Background: an optimization exercise with open tools, aiming at small area and a short achievable clock period. Do not read the settings as production practice. The RTL was checked by simulation tests, not by an equivalence proof against the original design. Power and IR drop assume default switching activity.

**flow/constraint.sdc**
```tcl
create_clock -name core_clock -period 16.0 [get_ports {CLK}]
set_input_delay 3.2000 -clock core_clock [delete_from_list [all_inputs] [get_ports {CLK}]]
set_output_delay 3.2000 -clock core_clock [all_outputs]
set_load 0.01 [all_outputs]
```
**flow/design.v**
```verilog
module RGB_to_Gray(input CLK, input [7:0] R, input [7:0] G, input [7:0] B, input In_Valid, output reg [7:0] Gray, output reg Out_Valid);
    reg [7:0] r, g, b; reg v0;
    always @(posedge CLK) begin r <= R; g <= G; b <= B; v0 <= In_Valid; end
    wire w8 = ({r[7], r[6], r[5], r[4], r[3], r[2], r[1], r[0]} >= 8'd2);
    wire w9 = ({r[7], r[6], r[5], r[4], r[3], r[2], r[1], r[0]} >= 8'd4);
    wire w10 = ({r[7], r[6], r[5], r[4], r[3], r[2], r[1], r[0]} >= 8'd7);
    wire w11 = ({r[7], r[6], r[5], r[4], r[3], r[2], r[1], r[0]} >= 8'd14);
    wire w12 = ({r[7], r[6], r[5], r[4], r[3], r[2], r[1], r[0]} >= 8'd27);
    wire w13 = ({r[7], r[6], r[5], r[4], r[3], r[2], r[1], r[0]} >= 8'd54);
    wire w14 = ({r[7], r[6], r[5], r[4], r[3], r[2], r[1], r[0]} >= 8'd108);
    wire w15 = ({r[7], r[6], r[5], r[4], r[3], r[2], r[1], r[0]} >= 8'd215);
    wire w24 = ({g[7], g[6], g[5], g[4], g[3], g[2], g[1], g[0]} >= 8'd2);
    wire w25 = ({g[7], g[6], g[5], g[4], g[3], g[2], g[1], g[0]} >= 8'd4);
    wire w26 = ({g[7], g[6], g[5], g[4], g[3], g[2], g[1], g[0]} >= 8'd7);
    wire w27 = ({g[7], g[6], g[5], g[4], g[3], g[2], g[1], g[0]} >= 8'd14);
    wire w28 = ({g[7], g[6], g[5], g[4], g[3], g[2], g[1], g[0]} >= 8'd28);
    wire w29 = ({g[7], g[6], g[5], g[4], g[3], g[2], g[1], g[0]} >= 8'd55);
    wire w30 = ({g[7], g[6], g[5], g[4], g[3], g[2], g[1], g[0]} >= 8'd110);
    wire w31 = ({g[7], g[6], g[5], g[4], g[3], g[2], g[1], g[0]} >= 8'd219);
    wire w41 = ({b[7], b[6], b[5], b[4], b[3], b[2], b[1], b[0]} >= 8'd3);
    wire w42 = ({b[7], b[6], b[5], b[4], b[3], b[2], b[1], b[0]} >= 8'd5);
    wire w43 = ({b[7], b[6], b[5], b[4], b[3], b[2], b[1], b[0]} >= 8'd9);
    wire w44 = ({b[7], b[6], b[5], b[4], b[3], b[2], b[1], b[0]} >= 8'd18);
    wire w45 = ({b[7], b[6], b[5], b[4], b[3], b[2], b[1], b[0]} >= 8'd36);
    wire w46 = ({b[7], b[6], b[5], b[4], b[3], b[2], b[1], b[0]} >= 8'd71);
    wire w47 = ({b[7], b[6], b[5], b[4], b[3], b[2], b[1], b[0]} >= 8'd141);
    wire w48_0, w48_1; ha u48 (r[2], r[1], w48_0, w48_1);
    wire w49_0, w49_1; fa u49 (r[3], r[2], r[1], w49_0, w49_1);
    wire w50_0, w50_1; fa u50 (r[4], r[3], r[2], w50_0, w50_1);
    wire w51_0, w51_1; fa u51 (r[5], r[4], r[3], w51_0, w51_1);
    wire w52_0, w52_1; fa u52 (r[6], r[5], r[4], w52_0, w52_1);
    wire w53_0, w53_1; fa u53 (r[7], r[6], r[5], w53_0, w53_1);
    wire w54_0, w54_1; ha u54 (r[1], r[0], w54_0, w54_1);
    wire w55_0, w55_1; fa u55 (r[0], w48_0, w11, w55_0, w55_1);
    wire w56_0, w56_1; fa u56 (w48_1, w12, w49_0, w56_0, w56_1);
    wire w57_0, w57_1; fa u57 (w49_1, w13, w50_0, w57_0, w57_1);
    wire w58_0, w58_1; fa u58 (w50_1, w14, w51_0, w58_0, w58_1);
    wire w59_0, w59_1; fa u59 (w51_1, w15, w52_0, w59_0, w59_1);
    wire w60_0, w60_1; fa u60 (r[0], w52_1, w53_0, w60_0, w60_1);
    wire w61_0, w61_1; ha u61 (r[0], w9, w61_0, w61_1);
    wire w62_0, w62_1; fa u62 (w54_0, w10, w61_1, w62_0, w62_1);
    wire w63_0, w63_1; fa u63 (w54_1, w55_0, w62_1, w63_0, w63_1);
    wire w64_0, w64_1; fa u64 (w55_1, w56_0, w63_1, w64_0, w64_1);
    wire w65_0, w65_1; fa u65 (w56_1, w57_0, w64_1, w65_0, w65_1);
    wire w66_0, w66_1; fa u66 (w57_1, w58_0, w65_1, w66_0, w66_1);
    wire w67_0, w67_1; fa u67 (w58_1, w59_0, w66_1, w67_0, w67_1);
    wire w68_0, w68_1; fa u68 (p59_1_1, p60_0_1, p67_1_1, w68_0, w68_1);
    wire w69_0, w69_1; ha u69 (g[4], g[0], w69_0, w69_1);
    wire w70_0, w70_1; fa u70 (g[5], g[1], w31, w70_0, w70_1);
    wire w71_0, w71_1; fa u71 (g[6], g[2], g[0], w71_0, w71_1);
    wire w72_0, w72_1; ha u72 (g[0], w26, w72_0, w72_1);
    wire w73_0, w73_1; fa u73 (g[1], w27, w72_1, w73_0, w73_1);
    wire w74_0, w74_1; fa u74 (g[2], w28, w73_1, w74_0, w74_1);
    wire w75_0, w75_1; fa u75 (g[3], w29, w74_1, w75_0, w75_1);
    wire w76_0, w76_1; fa u76 (w69_0, w30, w75_1, w76_0, w76_1);
    wire w77_0, w77_1; fa u77 (w69_1, w70_0, w76_1, w77_0, w77_1);
    wire w78_0, w78_1; fa u78 (p70_1_1, p71_0_1, p77_1_1, w78_0, w78_1);
    wire w79 = ~w8;
    wire w80 = w61_0 & w79;
    wire w81 = ~w24;
    wire w82 = w25 & w81;
    wire w83 = ~w9;
    wire w84 = w62_0 & w83;
    wire w85 = ~w25;
    wire w86 = w72_0 & w85;
    wire w87 = ~w10;
    wire w88 = w63_0 & w87;
    wire w89 = ~w26;
    wire w90 = w73_0 & w89;
    wire w91 = ~w11;
    wire w92 = w64_0 & w91;
    wire w93 = ~w27;
    wire w94 = w74_0 & w93;
    wire w95 = ~w12;
    wire w96 = w65_0 & w95;
    wire w97 = ~w28;
    wire w98 = w75_0 & w97;
    wire w99 = ~w13;
    wire w100 = w66_0 & w99;
    wire w101 = ~w29;
    wire w102 = w76_0 & w101;
    wire w103 = ~p14_0_1;
    wire w104 = p67_0_1 & w103;
    wire w105 = ~w30;
    wire w106 = w77_0 & w105;
    wire w107 = ~w15;
    wire w108 = w68_0 & p107_0_1;
    wire w109 = ~p31_0_1;
    wire w110 = w78_0 & w109;
    wire w111_0, w111_1; ha u111 (r[7], r[6], w111_0, w111_1);
    wire w112_0, w112_1; fa u112 (r[7], r[2], r[0], w112_0, w112_1);
    wire w113_0, w113_1; fa u113 (g[7], g[3], g[1], w113_0, w113_1);
    wire w114_0, w114_1; fa u114 (r[3], r[1], r[0], w114_0, w114_1);
    wire w115_0, w115_1; fa u115 (r[4], r[2], r[1], w115_0, w115_1);
    wire w116_0, w116_1; fa u116 (r[5], r[3], r[2], w116_0, w116_1);
    wire w117_0, w117_1; ha u117 (r[0], g[6], w117_0, w117_1);
    wire w118_0, w118_1; fa u118 (r[6], r[4], r[3], w118_0, w118_1);
    wire w119_0, w119_1; fa u119 (r[1], g[7], g[5], w119_0, w119_1);
    wire w120_0, w120_1; fa u120 (r[7], r[5], r[4], w120_0, w120_1);
    wire w121_0, w121_1; ha u121 (r[2], g[6], w121_0, w121_1);
    wire w122_0, w122_1; fa u122 (r[6], r[5], r[3], w122_0, w122_1);
    wire w123_0, w123_1; ha u123 (g[7], g[6], w123_0, w123_1);
    wire w124_0, w124_1; fa u124 (r[7], r[6], r[4], w124_0, w124_1);
    wire w125_0, w125_1; ha u125 (r[0], g[7], w125_0, w125_1);
    wire w126_0, w126_1; ha u126 (r[7], r[5], w126_0, w126_1);
    wire w127_0, w127_1; ha u127 (r[5], r[2], w127_0, w127_1);
    wire w128_0, w128_1; fa u128 (r[6], r[3], r[2], w128_0, w128_1);
    wire w129_0, w129_1; fa u129 (r[7], r[4], r[3], w129_0, w129_1);
    wire w130_0, w130_1; fa u130 (r[5], r[4], r[1], w130_0, w130_1);
    wire w131_0, w131_1; fa u131 (r[6], r[5], r[2], w131_0, w131_1);
    wire w132_0, w132_1; ha u132 (r[7], r[6], w132_0, w132_1);
    wire w133_0, w133_1; fa u133 (r[1], w111_0, w53_1, w133_0, w133_1);
    wire w134_0, w134_1; fa u134 (g[0], w111_1, w71_1, w134_0, w134_1);
    wire w135_0, w135_1; ha u135 (w112_0, w113_0, w135_0, w135_1);
    wire w136_0, w136_1; fa u136 (g[4], g[2], g[1], w136_0, w136_1);
    wire w137_0, w137_1; fa u137 (w112_1, w113_1, w114_0, w137_0, w137_1);
    wire w138_0, w138_1; fa u138 (g[5], g[3], g[2], w138_0, w138_1);
    wire w139_0, w139_1; fa u139 (g[0], w114_1, w115_0, w139_0, w139_1);
    wire w140_0, w140_1; fa u140 (g[4], g[3], g[1], w140_0, w140_1);
    wire w141_0, w141_1; fa u141 (w117_0, w115_1, w116_0, w141_0, w141_1);
    wire w142_0, w142_1; fa u142 (g[4], g[2], w117_1, w142_0, w142_1);
    wire w143_0, w143_1; fa u143 (w116_1, w118_0, w119_0, w143_0, w143_1);
    wire w144_0, w144_1; fa u144 (g[5], g[3], w121_0, w144_0, w144_1);
    wire w145_0, w145_1; fa u145 (w118_1, w119_1, w120_0, w145_0, w145_1);
    wire w146_0, w146_1; fa u146 (g[4], g[0], w121_1, w146_0, w146_1);
    wire w147_0, w147_1; fa u147 (w123_0, w120_1, w122_0, w147_0, w147_1);
    wire w148_0, w148_1; fa u148 (g[5], g[1], w123_1, w148_0, w148_1);
    wire w149_0, w149_1; fa u149 (w125_0, w122_1, w124_0, w149_0, w149_1);
    wire w150_0, w150_1; fa u150 (r[1], g[6], g[2], w150_0, w150_1);
    wire w151_0, w151_1; fa u151 (w125_1, w126_0, w124_1, w151_0, w151_1);
    wire w152_0, w152_1; fa u152 (r[6], r[2], g[7], w152_0, w152_1);
    wire w153_0, w153_1; fa u153 (g[3], g[0], w126_1, w153_0, w153_1);
    wire w154_0, w154_1; fa u154 (r[7], r[3], r[0], w154_0, w154_1);
    wire w155_0, w155_1; fa u155 (g[4], g[1], g[0], w155_0, w155_1);
    wire w156_0, w156_1; fa u156 (r[4], r[1], r[0], w156_0, w156_1);
    wire w157_0, w157_1; fa u157 (g[5], g[2], g[1], w157_0, w157_1);
    wire w158_0, w158_1; fa u158 (r[1], g[6], g[3], w158_0, w158_1);
    wire w159_0, w159_1; fa u159 (g[2], g[0], w127_0, w159_0, w159_1);
    wire w160_0, w160_1; fa u160 (g[7], g[4], g[3], w160_0, w160_1);
    wire w161_0, w161_1; fa u161 (g[1], w127_1, w128_0, w161_0, w161_1);
    wire w162_0, w162_1; fa u162 (r[0], g[5], g[4], w162_0, w162_1);
    wire w163_0, w163_1; fa u163 (g[2], w128_1, w129_0, w163_0, w163_1);
    wire w164_0, w164_1; fa u164 (g[6], g[5], g[3], w164_0, w164_1);
    wire w165_0, w165_1; fa u165 (g[0], w129_1, w130_0, w165_0, w165_1);
    wire w166_0, w166_1; fa u166 (g[7], g[6], g[4], w166_0, w166_1);
    wire w167_0, w167_1; fa u167 (g[1], w130_1, w131_0, w167_0, w167_1);
    wire w168_0, w168_1; fa u168 (r[3], g[7], g[5], w168_0, w168_1);
    wire w169_0, w169_1; fa u169 (g[2], w132_0, w131_1, w169_0, w169_1);
    wire w170_0, w170_1; fa u170 (r[7], r[4], g[6], w170_0, w170_1);
    wire w171_0, w171_1; ha u171 (g[3], w132_1, w171_0, w171_1);
    wire w172_0, w172_1; ha u172 (r[5], g[7], w172_0, w172_1);
    wire w173_0, w173_1; ha u173 (w133_0, w60_1, w173_0, w173_1);
    wire w174_0, w174_1; fa u174 (w133_1, w135_0, w134_0, w174_0, w174_1);
    wire w175_0, w175_1; fa u175 (w136_0, w135_1, w134_1, w175_0, w175_1);
    wire w176_0, w176_1; fa u176 (w136_1, w138_0, w137_1, w176_0, w176_1);
    wire w177_0, w177_1; fa u177 (w138_1, w140_0, w139_1, w177_0, w177_1);
    wire w178_0, w178_1; fa u178 (w140_1, w142_0, w141_1, w178_0, w178_1);
    wire w179_0, w179_1; fa u179 (w142_1, w144_0, w143_1, w179_0, w179_1);
    wire w180_0, w180_1; fa u180 (w144_1, w146_0, w145_1, w180_0, w180_1);
    wire w181_0, w181_1; fa u181 (w146_1, w148_0, w147_1, w181_0, w181_1);
    wire w182_0, w182_1; fa u182 (w150_0, w148_1, w149_1, w182_0, w182_1);
    wire w183_0, w183_1; fa u183 (w150_1, w152_0, w153_0, w183_0, w183_1);
    wire w184_0, w184_1; fa u184 (w152_1, w154_0, w155_0, w184_0, w184_1);
    wire w185_0, w185_1; fa u185 (w154_1, w155_1, w156_0, w185_0, w185_1);
    wire w186_0, w186_1; fa u186 (w156_1, w157_1, w158_0, w186_0, w186_1);
    wire w187_0, w187_1; fa u187 (w158_1, w160_0, w159_1, w187_0, w187_1);
    wire w188_0, w188_1; fa u188 (w160_1, w162_0, w161_1, w188_0, w188_1);
    wire w189_0, w189_1; fa u189 (w162_1, w164_0, w163_1, w189_0, w189_1);
    wire w190_0, w190_1; fa u190 (w164_1, w166_0, w165_1, w190_0, w190_1);
    wire w191_0, w191_1; fa u191 (w166_1, w168_0, w167_1, w191_0, w191_1);
    wire w192_0, w192_1; fa u192 (w168_1, w170_0, w171_0, w192_0, w192_1);
    wire w193_0, w193_1; fa u193 (g[4], w172_0, w170_1, w193_0, w193_1);
    wire w194_0, w194_1; ha u194 (r[6], g[5], w194_0, w194_1);
    wire w195_0, w195_1; ha u195 (p173_0_1, w110, w195_0, w195_1);
    wire w196_0, w196_1; fa u196 (p173_1_1, p174_0_1, w78_1, w196_0, w196_1);
    wire w197_0, w197_1; fa u197 (w137_0, w174_1, w175_0, w197_0, w197_1);
    wire w198_0, w198_1; fa u198 (w139_0, w175_1, w176_0, w198_0, w198_1);
    wire w199_0, w199_1; fa u199 (w141_0, w176_1, w177_0, w199_0, w199_1);
    wire w200_0, w200_1; fa u200 (w143_0, w177_1, w178_0, w200_0, w200_1);
    wire w201_0, w201_1; fa u201 (w145_0, w178_1, w179_0, w201_0, w201_1);
    wire w202_0, w202_1; fa u202 (w147_0, w179_1, w180_0, w202_0, w202_1);
    wire w203_0, w203_1; fa u203 (w149_0, w180_1, w181_0, w203_0, w203_1);
    wire w204_0, w204_1; fa u204 (w151_0, w181_1, w182_0, w204_0, w204_1);
    wire w205_0, w205_1; fa u205 (w151_1, w183_0, w182_1, w205_0, w205_1);
    wire w206_0, w206_1; fa u206 (w153_1, w184_0, w183_1, w206_0, w206_1);
    wire w207_0, w207_1; fa u207 (w157_0, w184_1, w185_0, w207_0, w207_1);
    wire w208_0, w208_1; fa u208 (w159_0, w185_1, w186_0, w208_0, w208_1);
    wire w209_0, w209_1; fa u209 (w186_1, w161_0, w187_0, w209_0, w209_1);
    wire w210_0, w210_1; fa u210 (w163_0, w187_1, w188_0, w210_0, w210_1);
    wire w211_0, w211_1; fa u211 (w165_0, w188_1, w189_0, w211_0, w211_1);
    wire w212_0, w212_1; fa u212 (w167_0, w189_1, w190_0, w212_0, w212_1);
    wire w213_0, w213_1; fa u213 (w169_0, w190_1, w191_0, w213_0, w213_1);
    wire w214_0, w214_1; fa u214 (w169_1, w192_0, w191_1, w214_0, w214_1);
    wire w215_0, w215_1; fa u215 (w171_1, w193_0, w192_1, w215_0, w215_1);
    wire w216_0, w216_1; fa u216 (w172_1, w194_0, w193_1, w216_0, w216_1);
    wire w217_0, w217_1; fa u217 (r[7], g[6], w194_1, w217_0, w217_1);
    wire w219 = w205_1 & w206_0;
    wire w220 = w206_1 | w207_0;
    wire w221 = w206_1 & w207_0;
    wire w222 = w207_1 | w208_0;
    wire w223 = w207_1 & w208_0;
    wire w224 = w208_1 | w209_0;
    wire w225 = w208_1 & w209_0;
    wire w226 = w209_1 | w210_0;
    wire w227 = w209_1 & w210_0;
    wire w228 = w210_1 | w211_0;
    wire w229 = w210_1 & w211_0;
    wire w230 = w211_1 | w212_0;
    wire w231 = w211_1 & w212_0;
    wire w232 = w212_1 | w213_0;
    wire w233 = w212_1 & w213_0;
    wire w234 = p213_1_1 | p214_0_1;
    wire w235 = p213_1_1 & p214_0_1;
    wire w236 = p214_1_1 | p215_0_1;
    wire w237 = p214_1_1 & p215_0_1;
    wire w238 = p215_1_1 | p216_0_1;
    wire w239 = p215_1_1 & p216_0_1;
    wire w240 = p216_1_1 | p217_0_1;
    wire w241 = p216_1_1 & p217_0_1;
    wire w242 = p217_1_1 | p23_0_1;
    wire w243 = p217_1_1 & p23_0_1;
    wire w244 = w221 | (w220 & w219);
    wire w246 = w225 | (w224 & w223);
    wire w247 = w224 & w222;
    wire w248 = w229 | (w228 & w227);
    wire w249 = w228 & w226;
    wire w250 = w233 | (w232 & w231);
    wire w251 = w232 & w230;
    wire w252 = w237 | (w236 & w235);
    wire w253 = w236 & w234;
    wire w254 = w241 | (w240 & w239);
    wire w255 = w240 & w238;
    wire w258 = w246 | (w247 & w244);
    wire w260 = w231 | (w230 & w248);
    wire w261 = w230 & w249;
    wire w262 = w250 | (w251 & w248);
    wire w263 = w251 & w249;
    wire w264 = w239 | (w238 & w252);
    wire w265 = w238 & w253;
    wire w266 = w254 | (w255 & w252);
    wire w267 = w255 & w253;
    wire w268 = w227 | (w226 & w258);
    wire w270 = w248 | (w249 & w258);
    wire w272 = w260 | (w261 & w258);
    wire w274 = w262 | (w263 & w258);
    wire w276 = w243 | (w242 & w266);
    wire w277 = w242 & w267;
    wire w278 = w235 | (w234 & p274_0_1);
    wire w280 = w252 | (w253 & p274_0_1);
    wire w282 = w264 | (w265 & p274_0_1);
    wire w284 = w266 | (w267 & p274_0_1);
    wire w286 = w276 | (w277 & p274_0_1);
    wire w288 = |{w210_1, w211_1, w212_1, w213_1, w214_1, w215_1, w216_1, w217_1, w211_0, w212_0, w213_0, w214_0, w215_0, w216_0, w217_0, g[7], w268};
    wire w289 = |{w211_1, w212_1, w213_1, w214_1, w215_1, w216_1, w217_1, w212_0, w213_0, w214_0, w215_0, w216_0, w217_0, g[7], w270};
    wire w290 = |{w212_1, w213_1, w214_1, w215_1, w216_1, w217_1, w213_0, w214_0, w215_0, w216_0, w217_0, g[7], w272};
    wire w291 = |{p213_1_1, p214_1_1, p215_1_1, p216_1_1, p217_1_1, p214_0_1, p215_0_1, p216_0_1, p217_0_1, p23_0_1, p274_0_1};
    wire w292 = |{p214_1_1, p215_1_1, p216_1_1, p217_1_1, p215_0_1, p216_0_1, p217_0_1, p23_0_1, w278};
    wire w293 = |{p215_1_1, p216_1_1, p217_1_1, p216_0_1, p217_0_1, p23_0_1, w280};
    wire w294 = |{p216_1_1, p217_1_1, p217_0_1, p23_0_1, w282};
    wire w295 = |{p217_1_1, p23_0_1, w284};
    wire w296 = |{w286};
    wire w297 = ~b[0];
    wire w298 = ~b[1];
    wire w299 = ~b[2];
    wire w300 = ~b[3];
    wire w301 = ~b[4];
    wire w302 = ~b[5];
    wire w303 = ~b[6];
    wire w304 = ~b[7];
    wire w305_0, w305_1; fa u305 (b[6], b[4], b[2], w305_0, w305_1);
    wire w306_0, w306_1; ha u306 (b[7], b[5], w306_0, w306_1);
    wire w307_0, w307_1; ha u307 (b[6], b[4], w307_0, w307_1);
    wire w308_0, w308_1; ha u308 (b[7], b[5], w308_0, w308_1);
    wire w309_0, w309_1; ha u309 (b[4], b[2], w309_0, w309_1);
    wire w310_0, w310_1; fa u310 (b[5], b[3], b[1], w310_0, w310_1);
    wire w311_0, w311_1; fa u311 (w297, w47, w305_0, w311_0, w311_1);
    wire w312_0, w312_1; fa u312 (b[3], w298, w306_0, w312_0, w312_1);
    wire w313_0, w313_1; fa u313 (b[0], w299, w306_1, w313_0, w313_1);
    wire w314_0, w314_1; fa u314 (b[1], w300, w307_1, w314_0, w314_1);
    wire w315_0, w315_1; fa u315 (b[6], b[2], w301, w315_0, w315_1);
    wire w316_0, w316_1; ha u316 (b[2], b[0], w316_0, w316_1);
    wire w317_0, w317_1; fa u317 (b[3], b[1], w44, w317_0, w317_1);
    wire w318_0, w318_1; fa u318 (b[0], w309_0, w45, w318_0, w318_1);
    wire w319_0, w319_1; fa u319 (w309_1, w46, w310_0, w319_0, w319_1);
    wire w320; xn u320 (w310_1, w311_0, w320);
    wire w321 = w310_1 | w311_0;
    wire w322_0, w322_1; fa u322 (w305_1, w312_0, w311_1, w322_0, w322_1);
    wire w323_0, w323_1; fa u323 (w307_0, w312_1, w313_0, w323_0, w323_1);
    wire w324_0, w324_1; fa u324 (w308_0, w313_1, w314_0, w324_0, w324_1);
    wire w325_0, w325_1; fa u325 (w308_1, w315_0, w314_1, w325_0, w325_1);
    wire w326_0, w326_1; ha u326 (b[0], w41, w326_0, w326_1);
    wire w327_0, w327_1; fa u327 (b[1], w42, w326_1, w327_0, w327_1);
    wire w328_0, w328_1; fa u328 (w316_0, w43, w327_1, w328_0, w328_1);
    wire w329_0, w329_1; fa u329 (w316_1, w317_0, w328_1, w329_0, w329_1);
    wire w330_0, w330_1; fa u330 (w317_1, w318_0, w329_1, w330_0, w330_1);
    wire w331_0, w331_1; fa u331 (w318_1, w319_0, w330_1, w331_0, w331_1);
    wire w332_0, w332_1; fa u332 (w319_1, w320, w331_1, w332_0, w332_1);
    wire w333_0, w333_1; fa u333 (p321_0_1, p322_0_1, p332_1_1, w333_0, w333_1);
    wire w334_0, w334_1; fa u334 (p322_1_1, p323_0_1, w333_1, w334_0, w334_1);
    wire w335_0, w335_1; fa u335 (p323_1_1, p324_0_1, w334_1, w335_0, w335_1);
    wire w336_0, w336_1; fa u336 (p324_1_1, p325_0_1, w335_1, w336_0, w336_1);
    wire w337 = ~w42;
    wire w338 = w328_0 & w337;
    wire w339 = w338 & w288;
    wire w340 = ~p339_0_1;
    wire w341 = ~w43;
    wire w342 = w329_0 & w341;
    wire w343 = w342 & w289;
    wire w344 = ~p343_0_1;
    wire w345 = ~w44;
    wire w346 = w330_0 & w345;
    wire w347 = p346_0_1 & p290_0_1;
    wire w348 = ~w347;
    wire w349 = ~w45;
    wire w350 = w331_0 & w349;
    wire w351 = p350_0_1 & w291;
    wire w352 = ~w351;
    wire w353 = ~w46;
    wire w354 = w332_0 & w353;
    wire w355 = p354_0_1 & w292;
    wire w356 = ~w355;
    wire w357 = ~w47;
    wire w358 = w333_0 & p357_0_1;
    wire w359 = w358 & w293;
    wire w360 = ~w359;
    wire w361 = w334_0 & w294;
    wire w362 = ~w361;
    wire w363 = w335_0 & w295;
    wire w364 = ~w363;
    wire w365 = w336_0 & w296;
    wire w366 = ~w365;
    wire w367_0, w367_1; fa u367 (b[7], b[3], w302, w367_0, w367_1);
    wire w368_0, w368_1; ha u368 (w297, w315_1, w368_0, w368_1);
    wire w369_0, w369_1; ha u369 (b[4], w303, w369_0, w369_1);
    wire w370_0, w370_1; ha u370 (b[7], b[5], w370_0, w370_1);
    wire w371_0, w371_1; ha u371 (b[6], b[1], w371_0, w371_1);
    wire w372_0, w372_1; ha u372 (b[7], b[2], w372_0, w372_1);
    wire w373_0, w373_1; fa u373 (w367_0, w368_0, w325_1, w373_0, w373_1);
    wire w374_0, w374_1; fa u374 (w298, w369_0, w367_1, w374_0, w374_1);
    wire w375_0, w375_1; ha u375 (w368_1, w197_0, w375_0, w375_1);
    wire w376_0, w376_1; fa u376 (b[5], w304, w299, w376_0, w376_1);
    wire w377_0, w377_1; fa u377 (w369_1, w197_1, w198_0, w377_0, w377_1);
    wire w378_0, w378_1; fa u378 (b[6], w300, w198_1, w378_0, w378_1);
    wire w379 = ~w199_0;
    wire w380_0, w380_1; fa u380 (b[7], w301, w297, w380_0, w380_1);
    wire w381_0, w381_1; ha u381 (w199_1, w200_0, w381_0, w381_1);
    wire w382_0, w382_1; fa u382 (w302, w298, w200_1, w382_0, w382_1);
    wire w383_0, w383_1; fa u383 (b[0], w303, w299, w383_0, w383_1);
    wire w384_0, w384_1; fa u384 (b[1], w304, w300, w384_0, w384_1);
    wire w385_0, w385_1; fa u385 (b[2], b[0], w301, w385_0, w385_1);
    wire w386_0, w386_1; ha u386 (w203_1, w204_0, w386_0, w386_1);
    wire w387_0, w387_1; fa u387 (b[3], b[1], w302, w387_0, w387_1);
    wire w388; xn u388 (w204_1, w205_0, w388);
    wire w389 = w204_1 | w205_0;
    wire w390_0, w390_1; fa u390 (b[4], b[2], w303, w390_0, w390_1);
    wire w391_0, w391_1; fa u391 (w297, w206_0, w205_1, w391_0, w391_1);
    wire w392_0, w392_1; fa u392 (b[5], b[3], w304, w392_0, w392_1);
    wire w393_0, w393_1; fa u393 (w298, w207_0, w206_1, w393_0, w393_1);
    wire w394_0, w394_1; fa u394 (b[6], b[4], w299, w394_0, w394_1);
    wire w395; xn u395 (w207_1, w208_0, w395);
    wire w396 = w207_1 | w208_0;
    wire w397_0, w397_1; fa u397 (b[0], w300, w370_0, w397_0, w397_1);
    wire w398; xn u398 (w208_1, w209_0, w398);
    wire w399 = w208_1 | w209_0;
    wire w400_0, w400_1; fa u400 (w301, w370_1, w371_0, w400_0, w400_1);
    wire w401; xn u401 (w209_1, w210_0, w401);
    wire w402 = w209_1 | w210_0;
    wire w403_0, w403_1; fa u403 (w302, w371_1, w372_0, w403_0, w403_1);
    wire w404; xn u404 (w210_1, w211_0, w404);
    wire w405 = w210_1 | w211_0;
    wire w406_0, w406_1; fa u406 (b[3], w303, w372_1, w406_0, w406_1);
    wire w407; xn u407 (w211_1, w212_0, w407);
    wire w408 = w211_1 | w212_0;
    wire w409_0, w409_1; fa u409 (b[4], w304, w212_1, w409_0, w409_1);
    wire w410 = ~w213_0;
    wire w411_0, w411_1; ha u411 (b[5], w213_1, w411_0, w411_1);
    wire w412_0, w412_1; ha u412 (p38_0_1, p215_0_1, w412_0, w412_1);
    wire w413_0, w413_1; ha u413 (p39_0_1, p216_0_1, w413_0, w413_1);
    wire w414_0, w414_1; ha u414 (w80, w338, w414_0, w414_1);
    wire w415_0, w415_1; fa u415 (w82, w84, w342, w415_0, w415_1);
    wire w416_0, w416_1; fa u416 (w86, w88, w346, w416_0, w416_1);
    wire w417_0, w417_1; fa u417 (p90_0_1, p92_0_1, p350_0_1, w417_0, w417_1);
    wire w418_0, w418_1; fa u418 (p94_0_1, p96_0_1, p354_0_1, w418_0, w418_1);
    wire w419_0, w419_1; fa u419 (p98_0_1, p100_0_1, w358, w419_0, w419_1);
    wire w420_0, w420_1; fa u420 (p102_0_1, w104, w334_0, w420_0, w420_1);
    wire w421_0, w421_1; fa u421 (p106_0_1, w108, w335_0, w421_0, w421_1);
    wire w422_0, w422_1; fa u422 (w68_1, w195_0, w336_0, w422_0, w422_1);
    wire w423_0, w423_1; fa u423 (p373_0_1, w196_0, w195_1, w423_0, w423_1);
    wire w424_0, w424_1; fa u424 (w374_0, w373_1, w375_0, w424_0, w424_1);
    wire w425_0, w425_1; fa u425 (w376_0, w374_1, w375_1, w425_0, w425_1);
    wire w426_0, w426_1; fa u426 (w376_1, w379, w377_1, w426_0, w426_1);
    wire w427_0, w427_1; fa u427 (w380_0, w199_0, w378_1, w427_0, w427_1);
    wire w428_0, w428_1; fa u428 (w380_1, w201_0, w381_1, w428_0, w428_1);
    wire w429_0, w429_1; fa u429 (w383_0, w201_1, w202_0, w429_0, w429_1);
    wire w430_0, w430_1; fa u430 (w383_1, w384_0, w202_1, w430_0, w430_1);
    wire w431_0, w431_1; fa u431 (w384_1, w385_0, w386_0, w431_0, w431_1);
    wire w432_0, w432_1; fa u432 (w385_1, w387_0, w388, w432_0, w432_1);
    wire w433_0, w433_1; fa u433 (w387_1, w390_0, w389, w433_0, w433_1);
    wire w434_0, w434_1; fa u434 (w390_1, w392_0, w393_0, w434_0, w434_1);
    wire w435_0, w435_1; fa u435 (w392_1, w394_0, w395, w435_0, w435_1);
    wire w436_0, w436_1; fa u436 (w394_1, w397_0, w396, w436_0, w436_1);
    wire w437_0, w437_1; fa u437 (w397_1, w400_0, w399, w437_0, w437_1);
    wire w438_0, w438_1; fa u438 (w400_1, w403_0, w402, w438_0, w438_1);
    wire w439_0, w439_1; fa u439 (w403_1, w406_0, w405, w439_0, w439_1);
    wire w440_0, w440_1; fa u440 (w406_1, w410, w408, w440_0, w440_1);
    wire w441_0, w441_1; fa u441 (w214_0, w213_0, w411_0, w441_0, w441_1);
    wire w442_0, w442_1; fa u442 (p214_1_1, w412_0, p411_1_1, w442_0, w442_1);
    wire w443_0, w443_1; fa u443 (p215_1_1, w413_0, w412_1, w443_0, w443_1);
    wire w444_0, w444_1; fa u444 (p217_0_1, p216_1_1, w413_1, w444_0, w444_1);
    wire w445_0, w445_1; ha u445 (p23_0_1, p217_1_1, w445_0, w445_1);
    wire w446_0, w446_1; ha u446 (p414_0_1, w340, w446_0, w446_1);
    wire w447_0, w447_1; fa u447 (p414_1_1, p415_0_1, w344, w447_0, w447_1);
    wire w448_0, w448_1; fa u448 (p415_1_1, p416_0_1, w348, w448_0, w448_1);
    wire w449_0, w449_1; fa u449 (p416_1_1, w352, w417_0, w449_0, w449_1);
    wire w450_0, w450_1; fa u450 (w417_1, w356, w418_0, w450_0, w450_1);
    wire w451_0, w451_1; fa u451 (w418_1, w360, w419_0, w451_0, w451_1);
    wire w452_0, w452_1; fa u452 (w419_1, w362, w420_0, w452_0, w452_1);
    wire w453_0, w453_1; fa u453 (w420_1, w364, w421_0, w453_0, w453_1);
    wire w454_0, w454_1; fa u454 (w421_1, w366, w422_0, w454_0, w454_1);
    wire w455_0, w455_1; fa u455 (w423_0, w336_1, w422_1, w455_0, w455_1);
    wire w456_0, w456_1; fa u456 (p424_0_1, w196_1, w423_1, w456_0, w456_1);
    wire w457_0, w457_1; fa u457 (w377_0, w424_1, w425_0, w457_0, w457_1);
    wire w458_0, w458_1; fa u458 (p378_0_1, p425_1_1, p426_0_1, w458_0, w458_1);
    wire w459_0, w459_1; fa u459 (w381_0, w426_1, w427_0, w459_0, w459_1);
    wire w460_0, w460_1; fa u460 (w382_0, w427_1, w428_0, w460_0, w460_1);
    wire w461_0, w461_1; fa u461 (w382_1, w429_0, w428_1, w461_0, w461_1);
    wire w462_0, w462_1; fa u462 (w203_0, w429_1, w430_0, w462_0, w462_1);
    wire w463; xn u463 (w430_1, w431_0, w463);
    wire w464 = w430_1 | w431_0;
    wire w465_0, w465_1; fa u465 (w386_1, w432_0, w431_1, w465_0, w465_1);
    wire w466_0, w466_1; fa u466 (w391_0, w432_1, w433_0, w466_0, w466_1);
    wire w467_0, w467_1; fa u467 (w391_1, w433_1, w434_0, w467_0, w467_1);
    wire w468_0, w468_1; fa u468 (w393_1, w435_0, w434_1, w468_0, w468_1);
    wire w469_0, w469_1; fa u469 (w398, w435_1, w436_0, w469_0, w469_1);
    wire w470_0, w470_1; fa u470 (w436_1, w401, w437_0, w470_0, w470_1);
    wire w471_0, w471_1; fa u471 (w404, w437_1, w438_0, w471_0, w471_1);
    wire w472_0, w472_1; fa u472 (w407, w438_1, w439_0, w472_0, w472_1);
    wire w473_0, w473_1; fa u473 (w409_0, w439_1, w440_0, w473_0, w473_1);
    wire w474_0, w474_1; fa u474 (w409_1, w440_1, w441_0, w474_0, w474_1);
    wire w475; xn u475 (p441_1_1, w442_0, w475);
    wire w476 = p441_1_1 | w442_0;
    wire w477; xn u477 (w443_0, w442_1, w477);
    wire w478 = w443_0 | w442_1;
    wire w479; xn u479 (w444_0, w443_1, w479);
    wire w480 = w444_0 | w443_1;
    wire w481; xn u481 (w445_0, w444_1, w481);
    wire w482 = w445_0 | w444_1;
    wire w483 = ~w445_1;
    wire w484 = w446_1 | w447_0;
    wire w485 = w446_1 & w447_0;
    wire w486 = w447_1 | w448_0;
    wire w487 = w447_1 & w448_0;
    wire w488 = w448_1 | w449_0;
    wire w489 = w448_1 & w449_0;
    wire w490 = w449_1 | w450_0;
    wire w491 = w449_1 & w450_0;
    wire w492 = w450_1 | w451_0;
    wire w493 = w450_1 & w451_0;
    wire w494 = w451_1 | w452_0;
    wire w495 = w451_1 & w452_0;
    wire w496 = w452_1 | w453_0;
    wire w497 = w452_1 & w453_0;
    wire w498 = w453_1 | w454_0;
    wire w499 = w453_1 & w454_0;
    wire w500 = w454_1 | w455_0;
    wire w501 = w454_1 & w455_0;
    wire w502 = w455_1 | w456_0;
    wire w503 = w455_1 & w456_0;
    wire w504 = w456_1 | p457_0_1;
    wire w505 = w456_1 & p457_0_1;
    wire w506 = p457_1_1 | w458_0;
    wire w507 = p457_1_1 & w458_0;
    wire w508 = w458_1 | p459_0_1;
    wire w509 = w458_1 & p459_0_1;
    wire w510 = p459_1_1 | p460_0_1;
    wire w511 = p459_1_1 & p460_0_1;
    wire w512 = p460_1_1 | p461_0_1;
    wire w513 = p460_1_1 & p461_0_1;
    wire w514 = w461_1 | w462_0;
    wire w515 = w461_1 & w462_0;
    wire w516 = w462_1 | w463;
    wire w517 = w462_1 & w463;
    wire w518 = p464_0_1 | p465_0_1;
    wire w519 = p464_0_1 & p465_0_1;
    wire w520 = w465_1 | w466_0;
    wire w521 = w465_1 & w466_0;
    wire w522 = w466_1 | w467_0;
    wire w523 = w466_1 & w467_0;
    wire w524 = p467_1_1 | p468_0_1;
    wire w525 = p467_1_1 & p468_0_1;
    wire w526 = p468_1_1 | p469_0_1;
    wire w527 = p468_1_1 & p469_0_1;
    wire w528 = w469_1 | w470_0;
    wire w529 = w469_1 & w470_0;
    wire w530 = p470_1_1 | p471_0_1;
    wire w531 = p470_1_1 & p471_0_1;
    wire w532_0, w532_1; ha u532 (p471_1_1, p472_0_1, w532_0, w532_1);
    wire w533_0, w533_1; ha u533 (p472_1_2, p473_0_2, w533_0, w533_1);
    wire w534_0, w534_1; ha u534 (p473_1_1, p474_0_1, w534_0, w534_1);
    wire w535_0, w535_1; ha u535 (p474_1_1, w475, w535_0, w535_1);
    wire w536_0, w536_1; ha u536 (w476, w477, w536_0, w536_1);
    wire w537_0, w537_1; ha u537 (w478, w479, w537_0, w537_1);
    wire w538_0, w538_1; ha u538 (w480, w481, w538_0, w538_1);
    wire w539_0, w539_1; ha u539 (w482, w483, w539_0, w539_1);
    wire w540 = w531 | (w530 & p529_0_1);
    wire w541 = w530 & p528_0_1;
    wire w542 = w527 | (w526 & w525);
    wire w543 = w526 & w524;
    wire w544 = w540 | (w541 & w542);
    wire w545 = w541 & w543;
    wire w546 = p523_0_1 | (p522_0_1 & p521_0_1);
    wire w547 = p522_0_1 & p520_0_1;
    wire w548 = w546 | (w547 & w519);
    wire w549 = w547 & w518;
    wire w550 = w544 | (w545 & w548);
    wire w551 = w545 & w549;
    wire w552 = w517 | (w516 & w515);
    wire w553 = p516_0_1 & p514_0_1;
    wire w554 = p552_0_1 | (w553 & w513);
    wire w555 = w553 & w512;
    wire w556 = w511 | (w510 & w509);
    wire w557 = w510 & w508;
    wire w558 = w556 | (w557 & w507);
    wire w559 = w557 & w506;
    wire w560 = w554 | (w555 & w558);
    wire w561 = w555 & w559;
    wire w562 = w550 | (w551 & w560);
    wire w563 = w551 & w561;
    wire w564 = w505 | (w504 & w503);
    wire w565 = w504 & w502;
    wire w566 = w564 | (w565 & w501);
    wire w567 = w565 & w500;
    wire w568 = w499 | (w498 & w497);
    wire w569 = w498 & w496;
    wire w570 = w568 | (w569 & w495);
    wire w571 = w569 & w494;
    wire w572 = w566 | (w567 & w570);
    wire w573 = w567 & w571;
    wire w574 = w493 | (w492 & w491);
    wire w575 = w492 & w490;
    wire w576 = w574 | (w575 & w489);
    wire w577 = w575 & w488;
    wire w578 = w487 | (w486 & w485);
    wire w579 = w486 & w484;
    wire w580 = w578 | (w579 & w446_0);
    wire w581 = w576 | (w577 & w580);
    wire w583 = w572 | (w573 & w581);
    wire w585 = w562 | (w563 & w583);
    wire w587 = w533_1 | (w533_0 & p532_1_1);
    wire w588 = w533_0 & p532_0_1;
    wire w589 = p535_1_1 | (p535_0_1 & p534_1_1);
    wire w590 = p535_0_1 & p534_0_1;
    wire w591 = w537_1 | (w537_0 & w536_1);
    wire w592 = p537_0_1 & p536_0_1;
    wire w595 = p534_1_1 | (p534_0_1 & w587);
    wire w596 = p534_0_1 & w588;
    wire w597 = w589 | (w590 & w587);
    wire w598 = w590 & w588;
    wire w599 = w538_1 | (w538_0 & w591);
    wire w600 = p538_0_1 & w592;
    wire w603 = p536_1_1 | (p536_0_1 & w597);
    wire w604 = p536_0_1 & w598;
    wire w605 = p591_0_1 | (w592 & w597);
    wire w606 = w592 & w598;
    wire w607 = p599_0_1 | (w600 & w597);
    wire w608 = w600 & w598;
    wire w611 = p532_1_1 | (p532_0_1 & p585_0_1);
    wire w612 = w587 | (w588 & p585_0_1);
    wire w613 = w595 | (w596 & p585_0_1);
    wire w614 = w597 | (w598 & p585_0_1);
    wire w615 = w603 | (w604 & p585_0_1);
    wire w616 = w605 | (w606 & p585_0_1);
    wire w617 = w607 | (w608 & p585_0_1);
    wire w619; xr u619 (p532_0_1, p585_0_1, w619);
    wire w620; xr u620 (w533_0, w611, w620);
    wire w621; xr u621 (p534_0_1, w612, w621);
    wire w622; xr u622 (p535_0_1, w613, w622);
    wire w623; xr u623 (p536_0_1, w614, w623);
    wire w624; xr u624 (p537_0_1, w615, w624);
    wire w625; xr u625 (p538_0_1, w616, w625);
    wire w626; xr u626 (p539_0_1, w617, w626);
    reg p23_0_1;
    reg p38_0_1;
    reg p39_0_1;
    reg p14_0_1;
    reg p59_1_1;
    reg p60_0_1;
    reg p67_1_1;
    reg p31_0_1;
    reg p70_1_1;
    reg p71_0_1;
    reg p77_1_1;
    reg p67_0_1;
    reg p107_0_1;
    reg p173_0_1;
    reg p173_1_1;
    reg p174_0_1;
    reg p213_1_1;
    reg p214_0_1;
    reg p214_1_1;
    reg p215_0_1;
    reg p215_1_1;
    reg p216_0_1;
    reg p216_1_1;
    reg p217_0_1;
    reg p217_1_1;
    reg p274_0_1;
    reg p321_0_1;
    reg p322_0_1;
    reg p332_1_1;
    reg p322_1_1;
    reg p323_0_1;
    reg p323_1_1;
    reg p324_0_1;
    reg p324_1_1;
    reg p325_0_1;
    reg p339_0_1;
    reg p343_0_1;
    reg p346_0_1;
    reg p290_0_1;
    reg p350_0_1;
    reg p354_0_1;
    reg p357_0_1;
    reg p90_0_1;
    reg p92_0_1;
    reg p94_0_1;
    reg p96_0_1;
    reg p98_0_1;
    reg p100_0_1;
    reg p102_0_1;
    reg p106_0_1;
    reg p373_0_1;
    reg p411_1_1;
    reg p414_0_1;
    reg p414_1_1;
    reg p415_0_1;
    reg p415_1_1;
    reg p416_0_1;
    reg p416_1_1;
    reg p424_0_1;
    reg p378_0_1;
    reg p425_1_1;
    reg p426_0_1;
    reg p441_1_1;
    reg p457_0_1;
    reg p457_1_1;
    reg p459_0_1;
    reg p459_1_1;
    reg p460_0_1;
    reg p460_1_1;
    reg p461_0_1;
    reg p464_0_1;
    reg p465_0_1;
    reg p467_1_1;
    reg p468_0_1;
    reg p468_1_1;
    reg p469_0_1;
    reg p470_1_1;
    reg p471_0_1;
    reg p471_1_1;
    reg p472_0_1;
    reg p472_1_1;
    reg p472_1_2;
    reg p473_0_1;
    reg p473_0_2;
    reg p473_1_1;
    reg p474_0_1;
    reg p474_1_1;
    reg p529_0_1;
    reg p528_0_1;
    reg p523_0_1;
    reg p522_0_1;
    reg p521_0_1;
    reg p520_0_1;
    reg p516_0_1;
    reg p514_0_1;
    reg p552_0_1;
    reg p532_1_1;
    reg p532_0_1;
    reg p535_1_1;
    reg p535_0_1;
    reg p534_1_1;
    reg p534_0_1;
    reg p537_0_1;
    reg p536_1_1;
    reg p536_0_1;
    reg p538_0_1;
    reg p591_0_1;
    reg p599_0_1;
    reg p585_0_1;
    reg p539_0_1;
    always @(posedge CLK) begin
        p23_0_1 <= g[7];
        p38_0_1 <= b[6];
        p39_0_1 <= b[7];
        p14_0_1 <= w14;
        p59_1_1 <= w59_1;
        p60_0_1 <= w60_0;
        p67_1_1 <= w67_1;
        p31_0_1 <= w31;
        p70_1_1 <= w70_1;
        p71_0_1 <= w71_0;
        p77_1_1 <= w77_1;
        p67_0_1 <= w67_0;
        p107_0_1 <= w107;
        p173_0_1 <= w173_0;
        p173_1_1 <= w173_1;
        p174_0_1 <= w174_0;
        p213_1_1 <= w213_1;
        p214_0_1 <= w214_0;
        p214_1_1 <= w214_1;
        p215_0_1 <= w215_0;
        p215_1_1 <= w215_1;
        p216_0_1 <= w216_0;
        p216_1_1 <= w216_1;
        p217_0_1 <= w217_0;
        p217_1_1 <= w217_1;
        p274_0_1 <= w274;
        p321_0_1 <= w321;
        p322_0_1 <= w322_0;
        p332_1_1 <= w332_1;
        p322_1_1 <= w322_1;
        p323_0_1 <= w323_0;
        p323_1_1 <= w323_1;
        p324_0_1 <= w324_0;
        p324_1_1 <= w324_1;
        p325_0_1 <= w325_0;
        p339_0_1 <= w339;
        p343_0_1 <= w343;
        p346_0_1 <= w346;
        p290_0_1 <= w290;
        p350_0_1 <= w350;
        p354_0_1 <= w354;
        p357_0_1 <= w357;
        p90_0_1 <= w90;
        p92_0_1 <= w92;
        p94_0_1 <= w94;
        p96_0_1 <= w96;
        p98_0_1 <= w98;
        p100_0_1 <= w100;
        p102_0_1 <= w102;
        p106_0_1 <= w106;
        p373_0_1 <= w373_0;
        p411_1_1 <= w411_1;
        p414_0_1 <= w414_0;
        p414_1_1 <= w414_1;
        p415_0_1 <= w415_0;
        p415_1_1 <= w415_1;
        p416_0_1 <= w416_0;
        p416_1_1 <= w416_1;
        p424_0_1 <= w424_0;
        p378_0_1 <= w378_0;
        p425_1_1 <= w425_1;
        p426_0_1 <= w426_0;
        p441_1_1 <= w441_1;
        p457_0_1 <= w457_0;
        p457_1_1 <= w457_1;
        p459_0_1 <= w459_0;
        p459_1_1 <= w459_1;
        p460_0_1 <= w460_0;
        p460_1_1 <= w460_1;
        p461_0_1 <= w461_0;
        p464_0_1 <= w464;
        p465_0_1 <= w465_0;
        p467_1_1 <= w467_1;
        p468_0_1 <= w468_0;
        p468_1_1 <= w468_1;
        p469_0_1 <= w469_0;
        p470_1_1 <= w470_1;
        p471_0_1 <= w471_0;
        p471_1_1 <= w471_1;
        p472_0_1 <= w472_0;
        p472_1_1 <= w472_1;
        p472_1_2 <= p472_1_1;
        p473_0_1 <= w473_0;
        p473_0_2 <= p473_0_1;
        p473_1_1 <= w473_1;
        p474_0_1 <= w474_0;
        p474_1_1 <= w474_1;
        p529_0_1 <= w529;
        p528_0_1 <= w528;
        p523_0_1 <= w523;
        p522_0_1 <= w522;
        p521_0_1 <= w521;
        p520_0_1 <= w520;
        p516_0_1 <= w516;
        p514_0_1 <= w514;
        p552_0_1 <= w552;
        p532_1_1 <= w532_1;
        p532_0_1 <= w532_0;
        p535_1_1 <= w535_1;
        p535_0_1 <= w535_0;
        p534_1_1 <= w534_1;
        p534_0_1 <= w534_0;
        p537_0_1 <= w537_0;
        p536_1_1 <= w536_1;
        p536_0_1 <= w536_0;
        p538_0_1 <= w538_0;
        p591_0_1 <= w591;
        p599_0_1 <= w599;
        p585_0_1 <= w585;
        p539_0_1 <= w539_0;
    end
    reg v1; always @(posedge CLK) v1 <= v0;
    reg v2; always @(posedge CLK) v2 <= v1;
    always @(posedge CLK) begin Gray <= {w626, w625, w624, w623, w622, w621, w620, w619}; Out_Valid <= v2; end
endmodule
module fa(input a, input b, input c, output s, output co);
    assign s = a ^ b ^ c;
    assign co = (a & b) | (a & c) | (b & c);
endmodule
module ha(input a, input b, output s, output co);
    assign s = a ^ b;
    assign co = a & b;
endmodule
module xr(input a, input b, output y);
    assign y = a ^ b;
endmodule
module xn(input a, input b, output y);
    assign y = ~(a ^ b);
endmodule
module ao(input g1, input p1, input g0, output y);
    assign y = g1 | (p1 & g0);
endmodule
module an2(input a, input b, output y);
    assign y = a & b;
endmodule
module or2(input a, input b, output y);
    assign y = a | b;
endmodule
```
**flow/config.mk**
```make
export PLATFORM = sky130hd
export DESIGN_NAME = RGB_to_Gray
export DESIGN_NICKNAME = RGB_to_Gray
export VERILOG_FILES = /design/flow/design.v
export SDC_FILE = /design/flow/constraint.sdc
export NUM_CORES = 8
export LEC_CHECK = 0
export CAP_MARGIN = 20
export CORE_MARGIN = 2
export CORE_UTILIZATION = 60
export CTS_BUF_LIST = sky130_fd_sc_hd__clkbuf_8
export PLACE_DENSITY = 0.75
export SLEW_MARGIN = 20
export SYNTH_HIERARCHICAL = 1
export SYNTH_MINIMUM_KEEP_SIZE = 0
```
**flow/standard.sh**
```bash
#!/bin/bash
# synth_recipe.tcl (not shown) runs the flow's synth.tcl, then flattens the netlist and writes it again
# the make line also repeats each setting of config.mk as NAME=value (left out here)
make -C /OpenROAD-flow-scripts/flow DESIGN_CONFIG=/design/flow/config.mk WORK_HOME=/design/flow/orfs CLKGATE_MAP_FILE= SYNTH_SCRIPT=/design/flow/synth_recipe.tcl "${@:-finish}"
```
**flow/flow/run.sh**
```bash
#!/bin/bash
# Standard ORFS layout with the standard synthesis unchanged. Port buffers are
# sky130_fd_sc_hd__buf_2, and timing repair is asked to reach a setup slack of
# 11.95 ns at the design's own clock period and constraints.
set -euo pipefail
export SETUP_SLACK_MARGIN=11.95
export CTS_ARGS="-sink_clustering_enable -repair_clock_nets -dont_use_dummy_load -buf_list sky130_fd_sc_hd__clkbuf_16 -num_static_layers 1"
export BUFFER_PORTS_ARGS="-buffer_cell sky130_fd_sc_hd__buf_2"
bash standard.sh synth > synth.log 2>&1
bash standard.sh > layout.log 2>&1
```
==> results of run 1 <==
-- Yosys stat by module (local to each module, per instance) --
module,cells inside,copies in the design
fa,1,221
xn,1,12
ha,1,47
RGB_to_Gray,372,1
xr,1,8
-- report_power, final --
group          total (W)  switching, W  internal (W)
Clock           0.000311      0.000127      0.000183
Sequential      0.000571     0.0000782      0.000493
Combinational    0.00104      0.000533      0.000505
Total            0.00192      0.000739       0.00118
-- synthesized netlist by cell type (9+ instances only) --
cell	number	area, um^2
a21oi_1	15	75.1
a31oi_1	9	56.3
and3_1	12	75.1
dfxtp_1	146	2920
fa_1	221	4420
ha_1	47	588
inv_1	26	97.6
nand2_1	22	82.6
nor2_1	27	101
or2_2	19	119
xnor2_1	12	105
-- layer usage --
metal  track usage  share of wire
met5             0              0
met4         0.101          0.029
met3        0.0528          0.043
met2         0.429           0.52
met1         0.355           0.41
-- state kept, by name, summed over array words and instances (netlist names), 8 cells and up --
signal  count
g           8
b           8
r           8
Gray        8
-- worst paths after layout --
| path | slack (ns) | to |
|---|---|---|
| max | 11.94 | Gray[4] |
| min | 0.32 | p473_0_2$_DFF_P_ |
| max reg2reg | 12.02 | p67_0_1$_DFF_P_ |
| min reg2reg | 0.32 | p473_0_2$_DFF_P_ |
-- area by class of cell --
class,count,area [um^2],area share
Multi-Input combinational cell,488,6410,0.606
Sequential cell,146,2980,0.282
Clock buffer,17,425,0.0402
Timing Repair Buffer,59,395,0.0373
Tap cell,211,264,0.0249
Inverter,26,104,0.00981
-- what timing repair did --
item | in CTS | in global routing
hold buffers | 0 | 0
pin swaps | 2 | 4
resized for setup | 26 | 21
buffers inserted | 0 | 25
setup endpoints to repair | 34 | 18
-- kinds of logic after synthesis --
logic type / Yosys count / share of synthesized area
other cells: 1 / 0.000398
buf+inv: 26 / 0.0104
xor+xnor: 20 / 0.0186
simple gates: 113 / 0.0606
fa+ha+maj: 275 / 0.540
flops: 146 / 0.310
compound gates: 79 / 0.0593
-- metrics by stage --
| step | setup slack [ns] | utilization | hold WS, ns | instances | power, W |
|---|---|---|---|---|---|
| after floorplan | 11.99 | - | 0.310 | 660 | 0.00129 |
| after global placement | 11.77 | 0.646 | 0.315 | 905 | 0.00152 |
| after detailed placement | 11.66 | 0.646 | 0.313 | 905 | 0.00158 |
| after CTS | 11.92 | 0.677 | 0.321 | 922 | 0.00191 |
| after global routing | 11.86 | 0.694 | 0.332 | 947 | 0.00210 |
| final | 11.94 | 0.694 | 0.318 | 947 | 0.00192 |
==> metrics.md, run 1 <==
| Metric | Value |
|---|---|
| WP buf/inv | `1` |
| CP Class | `reg -> out` |
| Final slew viol count | `0` |
| Synth Flop Type | `dfxtp_1` |
| Worst-skew pair later-pin latency | `between 0.4 and 0.5 ns` |
| Root Driver | `clkbuf_16` |
| Final clock skew | `roughly 0.018 ns` |
| Horiz. Die Dim | `between 100 and 150 um` |
| RSZ-0062 raised after global routing | `true` |
| IO Port Bufs | `34` |
| Worst hold start | `p473_0_1$_DFF_P_` |
| Global placer's final weighted congestion | `0.905` |
| Global-route wire length before repair | `31800 um` |
| Iter 0 DRT Violations | `356` |
| CP max FO | `1` |
| DR WL/cell | `21.0 um` |
| Tot GR Track Use | `0.263` |
| Levels on crit path | `1` |
| Crit path largest cell delay | `0.32 ns` |
| Synth warn | `7` |
| Filler cell count in the final layout | `1022` |
| P_leak | `4.33 nW` |
| Via count | `~5400` |
| Post-synth EDFFs | `0` |
| CTS buffer count | `17` |
| PD cells | `181 nW/um^2` |
| Cells along the critical path | `buf_6` |
| CP arrival | `0.86 ns` |
| Std-Cell Rows | `between 40 and 50` |
| Hold Crit Depth | `0` |
| Delay-heaviest family, CP | `flip-flops` |
| Die area | `roughly 17000 um^2` |
| Synthesized net count | `between 900 and 1000` |
| Core footprint | `roughly 15000 um^2` |
| Avg Inst Size Synth | `roughly 14 um^2` |
| Worst r2r src | `r[4]$_DFF_P_` |
| Setup TNS | `0 ns` |
| Worst rel slew slack | `0.485` |
| Finish-stage setup viols | `0` |
| VDD IR max | `between 100 and 150 uV` |
| Max Cap Viol | `0` |
| Crit. Startpoint | `Gray[4]$_DFF_P_` |
| DRC | `0` |
| Starting Density | `0.617` |
| Syn Inst Count | `between 600 and 700` |
| Worst path required time | `between 10 and 15 ns` |
| Placed Area | `9850 um^2` |
| Pin count of the biggest net entering global routing | `18` |
| Vert. Die Dim | `between 100 and 150 um` |
| Pre-antenna DRT Iters | `6` |
| Share of cells above drive strength 1 | `0.185` |
| Worst r2r path cells | `10` |
| Most frequent cells in the layout | `fa_1, dfxtp_1, ha_1` |
| Antenna Nets Post-Route | `0` |
| Fmax | `roughly 0.25 GHz` |
| Post-route cell area | `approximately 11000 um^2` |
| CTS tree | `built` |
| Worst min path class | `reg -> reg` |
| NumNets Final | `between 1000 and 1500` |
| Io pins | `35` |
| CTS max path bufs | `2` |
| Fin crit share | `0.253` |
| # diodes | `0` |
| Final Hold Vio Count | `0` |
| Mapped cell area | `9410 um^2` |
| GRT Residual Overflow | `0` |
| Commonest non-fill, non-tap cell in the layout | `fa_1` |
| Routed WL | `approximately 20000 um` |
| Vias/cell | `5.73` |
| Yosys reg bits | `between 100 and 150` |
| Clock sink count | `146` |
| CP endpoint kind | `primary output` |
| Layout area overhead | `12.5%` |
| Seq/Total Area, Yosys | `0.310` |
| Vias in the first global route | `between 5000 and 6000` |
| Yosys cell types | `44` |
| Antenna violations before repair | `0` |
| Status | `timing/DRC/antenna clean` |
| Clk pin slew, worst setup/hold paths | `approximately 0.070 ns` |
| H-tree depth | `4` |
| CP Launch Type | `flip-flop` |
| Slew at the pin closest to its max-slew limit | `~0.77 ns` |
| FFs w/ async S/R, synth | `0` |
| Slowest cell on the critical path | `dfxtp_2` |
| Minimum clock period | `slightly above 4 ns` |
| Final HPWL DP | `around 15000 um` |
==> run 2: changes to the inputs <==
==> flow/flow/run.sh (replaced) <==
#!/bin/bash
# Standard ORFS layout with the standard synthesis unchanged. Port buffers are
# sky130_fd_sc_hd__buf_2, and timing repair is asked to reach a setup slack of
# 11.95 ns at the design's own clock period and constraints.
set -euo pipefail
export SETUP_SLACK_MARGIN=11.95
export BUFFER_PORTS_ARGS="-buffer_cell sky130_fd_sc_hd__buf_2"
bash standard.sh synth > synth.log 2>&1
bash standard.sh > layout.log 2>&1
==> run 2 against run 1 <==
Compared with the run above:
- worst setup slack got worse by 0.031 ns
- routed wire length decreased by 1.7%
- sequential power is essentially flat
- sequential share of layout area is 0.29 points higher
- die area unchanged
- area after synthesis unchanged
- critical path type unchanged
==> metrics.md, run 2 <==
| Metric | Value |
|---|---|
| Most frequent cells in the layout | `fa_1, dfxtp_1, ha_1` |
| Die area | `16700 um^2 (unchanged)` |
| Antenna Nets Post-Route | `0 (unchanged)` |
| # diodes | `0 (unchanged)` |
| Yosys top cell area share | `0.470 (unchanged)` |
| Layout area overhead | `11.1%` |
| Syn Inst Count | `660 (unchanged)` |
| Crit path largest cell delay | `0.30 ns (-0.02 ns)` |
| CP endpoint kind | `primary output` |
| Global-route wire length before repair | `31700 um (-0.37%)` |
| Global placer's final weighted congestion | `0.905 (unchanged)` |
| Status | `timing/DRC/antenna clean` |
| # hold bufs at CTS | `0 (unchanged)` |
| Tot GR Track Use | `0.261 (-0.00208)` |
| Starting Density | `0.617 (unchanged)` |
| Worst min path class | `reg -> reg` |
| Yosys top cell by area | `fa_1` |
| CP Launch Type | `flip-flop` |
| Vias in the first global route | `5969 (+0.67%)` |
| Slew at the pin closest to its max-slew limit | `0.772 ns (+0.00510 ns)` |
| Yosys reg bits | `146 (unchanged)` |
| Final HPWL DP | `15500 um (unchanged)` |
| H-tree depth | `4 (unchanged)` |
| Core footprint | `15300 um^2 (unchanged)` |
| FFs w/ async S/R, synth | `0 (unchanged)` |
| Clk pin slew, worst setup/hold paths | `0.09 ns (+0.02 ns)` |
| DR WL/cell | `20.5 um (-2.5%)` |
| Area of the multi-input gates | `6410 um^2 (unchanged)` |
| CP Class | `reg -> out` |
| GRT Residual Overflow | `0 (unchanged)` |
| Final slew viol count | `0 (unchanged)` |
| Top-count cell post-synth | `fa_1` |
| Cells along the critical path | `buf_2` |
| Iter 0 DRT Violations | `343 (-3.7%)` |
| Vert. Die Dim | `129 um (unchanged)` |
| Final clock skew | `0.0148 ns (-0.00326 ns)` |
| Avg Inst Size Synth | `14.3 um^2 (unchanged)` |
| Min Hold Slack | `0.331 ns (+0.0124 ns)` |
| VDD IR max | `130 uV (-3.7%)` |
| Horiz. Die Dim | `129 um (unchanged)` |
| Final Hold Vio Count | `0 (unchanged)` |
| Minimum clock period | `4.09 ns (+0.0307 ns)` |
| Synth top cells by count | `fa_1, dfxtp_1, ha_1` |
| DRC | `0 (unchanged)` |
| Synthesized net count | `954 (unchanged)` |
| Synth warn | `7 (unchanged)` |
| Std-Cell Rows | `45 (unchanged)` |
| P_leak | `4.26 nW (-1.6%)` |
| Mapped cell area | `9410 um^2 (unchanged)` |
| Routed WL | `19600 um (-1.7%)` |
| Fmax | `0.245 GHz (-0.75%)` |
| Antenna violations before repair | `0 (unchanged)` |
| RSZ-0062 raised after global routing | `true` |
| Io pins | `35 (unchanged)` |
| NumNets Final | `1025 (-0.68%)` |
| Commonest non-fill, non-tap cell in the layout | `fa_1` |
| Filler cell count in the final layout | `1041 (+1.9%)` |
| Clock sink count | `146 (unchanged)` |
| Pre-antenna DRT Iters | `5 (-1)` |
| CTS tree | `built` |
| Finish-stage setup viols | `0 (unchanged)` |
| IO Port Bufs | `34 (unchanged)` |
| Via count | `5379 (-0.81%)` |
| Seq/Total Area, Yosys | `0.310 (unchanged)` |
| Worst path required time | `12.80 ns (about the same)` |
| Post-synth EDFFs | `0 (unchanged)` |
| Share of cells above drive strength 1 | `0.194 (+0.00877)` |
| Setup TNS | `0 ns (unchanged)` |
| Fin crit share | `0.255 (+0.00192)` |
| Yosys cell types | `44 (unchanged)` |
| Synth Flop Type | `dfxtp_1` |
| Top post-synthesis cells by area | `fa_1, dfxtp_1, ha_1, or2_2, xnor2_1` |
| Delay-heaviest family, CP | `flip-flops` |
| Reg area | `2980 um^2 (-0.17%)` |
| Worst rel slew slack | `0.482 (-0.00343)` |
| Reg2reg setup slack | `12.02 ns (about the same)` |
| Pin count of the biggest net entering global routing | `18 (unchanged)` |
| CTS max path bufs | `2 (unchanged)` |
| WP buf/inv | `1 (unchanged)` |
| Max Cap Viol | `0 (unchanged)` |
| Vias/cell | `5.63 (-1.6%)` |
| PD cells | `179 nW/um^2 (-1.2%)` |
| Root Driver | `clkbuf_8` |
| Slowest cell on the critical path | `dfxtp_1` |
| Worst-skew pair later-pin latency | `0.46 ns (+0.03 ns)` |
| CP max FO | `1 (unchanged)` |
| CP arrival | `0.89 ns (+0.03 ns)` |
| CTS buffer count | `17 (unchanged)` |
run 2: cells by family after synthesis:
family / share of synthesized area
adder cells (fa/ha/maj): 0.540
flip-flops: 0.310
AND/OR/NAND/NOR: 0.0606
AO/OA/AOI/OAI: 0.0593
buffers and inverters: 0.0104
XOR/XNOR: 0.0186
other: 0.000398
run 2: through the flow:
stage	cell area, um^2	worst slack, ns	utilization	power [W]	cells
final	10500	11.91	0.686	0.00187	955
after global routing	10500	11.85	0.686	0.00205	955
after CTS	10300	11.88	0.673	0.00186	937
after detailed placement	9850	11.66	0.646	0.00158	905
after global placement	9850	11.77	0.646	0.00152	905
after floorplan	9420	11.99	-	0.00129	660
run 2: final timing paths:
| path | from | endpoint | depth (start not counted) |
|---|---|---|---|
| worst min register to register | p473_0_1$_DFF_P_ | p473_0_2$_DFF_P_ | 0 |
| worst min-delay path | p473_0_1$_DFF_P_ | p473_0_2$_DFF_P_ | 0 |
| worst max-delay path | Out_Valid$_DFF_P_ | Out_Valid | 1 |
| worst max register to register | b[3]$_DFF_P_ | p354_0_1$_DFF_P_ | 12 |
run 2: per-layer routing:
metal | share of wire | routed length, um | GRT usage
met1 | 0.41 | 7990 | 0.353
met2 | 0.52 | 10100 | 0.428
met3 | 0.050 | 984 | 0.0549
met4 | 0.024 | 478 | 0.0921
met5 | 0 | 0 | 0
run 2: report_power, final:
part / switching [W] / internal [W]
Clock: 0.000157 / 0.000114
Sequential: 0.0000789 / 0.000491
Combinational: 0.000530 / 0.000502
run 2: modules after synthesis (local to each module, per instance):
module	cells	cell area, um^2	copies in the design
RGB_to_Gray	372	4230	1
fa	1	20.0	221
ha	1	12.5	47
xn	1	8.76	12
xr	1	8.76	8
run 2: final cells by class:
cell class | count | share of cell area
multi-input cells | 488 | 0.613
flip-flops and latches | 146 | 0.285
repair buffers | 52 | 0.0316
well taps | 211 | 0.0252
clock buffers | 17 | 0.0224
clock inverters | 15 | 0.0133
inverters | 26 | 0.00969
run 2: timing repair:
item                                    CTS  global route
pin swaps                                 2             4
endpoints found under the setup margin   35            18
cloned                                    0             0
setup buffers                             0            18
resized for setup                        25            19

## afterwards: timing with drivers on the ports
Ports are ideal in the flow. The routed layouts listed here were re-timed in OpenROAD.
Step 1 assumes that a clkbuf_16 drives the clock port and a buf_2 every other input.
Step 2 times the ports against the registers' clock, not the clock port: input delays grow and output delays shrink by t, the midpoint of the rising clock arrivals with the driver on.
a / b / c = ideal ports / drivers / drivers and shift; a / b = the first two.
run	t (ns)	setup WS [ns]	worst setup path at the end
run 1	0.464	11.944 / 11.899 / 12.019	register to register
run 2	0.494	11.913 / 11.873 / 12.018	register to register
After both steps setup and hold are still met in every run listed.
